What follows belongs to an exercise in optimizing a design on an open flow for small area and a short achievable clock period; a production flow would make more cautious choices. RTL that was checked went through simulation tests only; none was proved equivalent to the original. Power figures rest on the tool's default switching activity, not on a simulated workload.

job 5894:
## vec_multi_core
module vec_multi_core #(
    parameter int LEN = 32,
    parameter int DATA_WIDTH = 8
) (
    input logic clk,
    input logic rst_n,
    input logic i_data_valid,
    input logic i_load_weight,
    input logic [LEN*DATA_WIDTH-1:0] i_data,
    input logic [2*LEN-1:0] i_weight,
    output logic o_data_ready,
    output logic signed [31:0] o_result
);
Size in the first run: about 1000 cells after synthesis, about 16000 um2 of cells after synthesis.
==> flow/config.mk <==
export PLATFORM = sky130hd
export DESIGN_NAME = vec_multi_core
export DESIGN_NICKNAME = vec_multi_core
export VERILOG_FILES = /design/flow/design.v
export SDC_FILE = /design/flow/constraint.sdc
export NUM_CORES = 4
export LEC_CHECK = 0
export CAP_MARGIN = 20
export CORE_MARGIN = 2
export CORE_UTILIZATION = 40
export SETUP_SLACK_MARGIN = 0.9
export SLEW_MARGIN = 20
export SYNTH_HIERARCHICAL = 1
==> flow/constraint.sdc <==
create_clock -name core_clock -period 3.0 [get_ports {clk}]
set_input_delay 0.6000 -clock core_clock [delete_from_list [all_inputs] [get_ports {clk}]]
set_output_delay 0.6000 -clock core_clock [all_outputs]
set_load 0.01 [all_outputs]
standard.sh (not shown) runs the stock make flow with config.mk's settings and CLKGATE_MAP_FILE= SYNTH_SCRIPT=/design/flow/synth_recipe.tcl, a recipe that flattens the netlist after the stock synthesis.
==> flow/flow/run.sh <==
#!/bin/bash
# Standard layout (the standard.sh, unchanged synthesis) with two changes:
#  - the port buffers are buf_1 cells rather than the clkdlybuf4s50 delay cells
#    that buffer_ports picks by default (every port still gets its own buffer);
#  - clock tree synthesis runs without dummy loads, with the buffers listed below.
export BUFFER_PORTS_ARGS="-buffer_cell sky130_fd_sc_hd__buf_1"
export CTS_ARGS="-sink_clustering_enable -repair_clock_nets -dont_use_dummy_load -buf_list sky130_fd_sc_hd__clkbuf_16 -sink_clustering_size 30 -sink_clustering_max_diameter 100"
bash standard.sh > standard.log 2>&1
## Diff of input files: job 5649 against job 5894
--- a/flow/design.v
+++ b/flow/design.v
@@ -596,16 +596,17 @@
   logic s556;
   logic c557;
   logic s558;
   logic c559;
   logic s560;
   logic c561;
   logic s562;
   logic c563;
+  logic i564;
   vmc_fa u_s1 (.a(wn[0]), .b(wn[1]), .c(wn[2]), .s(s1), .co(c2));
   vmc_fa u_s3 (.a(wn[3]), .b(wn[4]), .c(wn[5]), .s(s3), .co(c4));
   vmc_fa u_s5 (.a(wn[6]), .b(wn[7]), .c(wn[8]), .s(s5), .co(c6));
   vmc_fa u_s7 (.a(wn[9]), .b(wn[10]), .c(wn[11]), .s(s7), .co(c8));
   vmc_fa u_s9 (.a(wn[12]), .b(wn[13]), .c(wn[14]), .s(s9), .co(c10));
   vmc_fa u_s11 (.a(wn[15]), .b(wn[16]), .c(wn[17]), .s(s11), .co(c12));
   vmc_fa u_s13 (.a(wn[18]), .b(wn[19]), .c(wn[20]), .s(s13), .co(c14));
   vmc_fa u_s15 (.a(wn[21]), .b(wn[22]), .c(wn[23]), .s(s15), .co(c16));
@@ -885,16 +886,17 @@
   vmc_fa u_s548 (.a(s493), .b(c524), .c(s525), .s(s548), .co(c549));
   vmc_fa u_s550 (.a(c494), .b(c526), .c(s527), .s(s550), .co(c551));
   vmc_fa u_s552 (.a(c498), .b(s529), .c(c528), .s(s552), .co(c553));
   vmc_fa u_s554 (.a(c502), .b(s531), .c(c530), .s(s554), .co(c555));
   vmc_fa u_s556 (.a(c506), .b(s533), .c(c532), .s(s556), .co(c557));
   vmc_fa u_s558 (.a(c510), .b(s535), .c(c534), .s(s558), .co(c559));
   vmc_fa u_s560 (.a(c514), .b(s537), .c(c536), .s(s560), .co(c561));
   vmc_fa u_s562 (.a(c518), .b(c538), .c(1'b1), .s(s562), .co(c563));
+  assign i564 = ~r3[1];
   logic [4:1] vld;
   logic [4:1] wvp;
   always_ff @(posedge clk or negedge rst_n) begin
     if (!rst_n) vld <= '0;
     else vld <= {vld[3:1], i_data_valid};
   end
   always_ff @(posedge clk) begin
     wvp <= {wvp[3:1], wv};
@@ -1108,19 +1110,19 @@
       r3[19] <= c557;
       r3[20] <= s560;
       r3[21] <= c559;
       r3[22] <= s562;
       r3[23] <= c561;
       r3[24] <= c563;
   end
   logic [13:0] fa, fb, sum, res;
-  assign fa = {1'b1, 1'b1, ~r3[22], ~r3[20], ~r3[18], ~r3[16], ~r3[14], ~r3[12], ~r3[10], ~r3[8], ~r3[6], ~r3[4], ~r3[2], ~r3[0]};
-  assign fb = {1'b0, ~r3[24], ~r3[23], ~r3[21], ~r3[19], ~r3[17], ~r3[15], ~r3[13], ~r3[11], ~r3[9], ~r3[7], ~r3[5], ~r3[3], r3[1]};
-  assign sum = fa + fb;
+  assign fa = {1'b0, 1'b0, r3[22], r3[20], r3[18], r3[16], r3[14], r3[12], r3[10], r3[8], r3[6], r3[4], r3[2], r3[0]};
+  assign fb = {1'b1, r3[24], r3[23], r3[21], r3[19], r3[17], r3[15], r3[13], r3[11], r3[9], r3[7], r3[5], r3[3], i564};
+  assign sum = ~(fa + fb + 14'd1);
   always_ff @(posedge clk) res <= wvp[3] ? sum : '0;
   assign o_result = {{18{res[13]}}, res};
   assign o_data_ready = vld[4];
 endmodule
 module vmc_fa (
     input  logic a,
     input  logic b,
     input  logic c,
Findings:
Job 5649 finished all stages; the layout is clean.
In job 5649 the clock power turned out about 3% higher than in job 5894.
Relative to job 5894, synthesized cell count has increased by 7 in job 5649.
In the final design statistics, job 5649 uses fewer standard cells in total than job 5894.
Job 5894 → job 5649: floorplan row count held steady, number of CTS-inserted buffers grew by 1, area of the core held steady.
Compared with job 5894, job 5649 shows a higher wire length of the first global-routing pass.
Row clock tree buffer count of the final layout: job 5649 higher / job 5894 lower
Taking job 5894 as the reference, in job 5649 reported leakage power fell by about 1.4%, proportion of cell area occupied by registers ~0 delta.
Job 5649 vs. job 5894: met3 wire length went up by 3.5%.
Only the layout flow was run in job 5649; the RTL was not checked for function there.

port drivers added, routing unchanged:
In the flow no input, the clock included, has a driving cell. The finished layouts below were timed again as built, in two steps.
Step 1 (the two cells are an assumption about what drives the block):
set clk [get_ports {clk}]
set_driving_cell -lib_cell sky130_fd_sc_hd__clkbuf_16 $clk
set_driving_cell -lib_cell sky130_fd_sc_hd__buf_2 [delete_from_list [all_inputs] $clk]
Step 2 adds t to the input delays and takes it off the output delays; t is the mean of the earliest and latest rising clock arrival at the registers after step 1. Input paths then give back, and output paths get back, about the clock's delay inside the block.
a / b / c = no drivers / after step 1 / after step 2; a / b = the first two.
run	t, ns	setup slack, ns	worst setup path after step 2	slew at the worst register clock pin (ns)	worst data-port slew with drivers (ns)
job 5894	0.541	0.948 / 0.948 / 0.756	input to register	0.12 / 0.12	0.07
job 5649	0.541	0.695 / 0.695 / 0.695	register to register	0.11 / 0.11	0.07
After both steps setup and hold are still met in every run listed. For job 5894, which loses most, drivers alone change the setup slack by 0.000 ns; drivers and shift together by -0.192 ns.
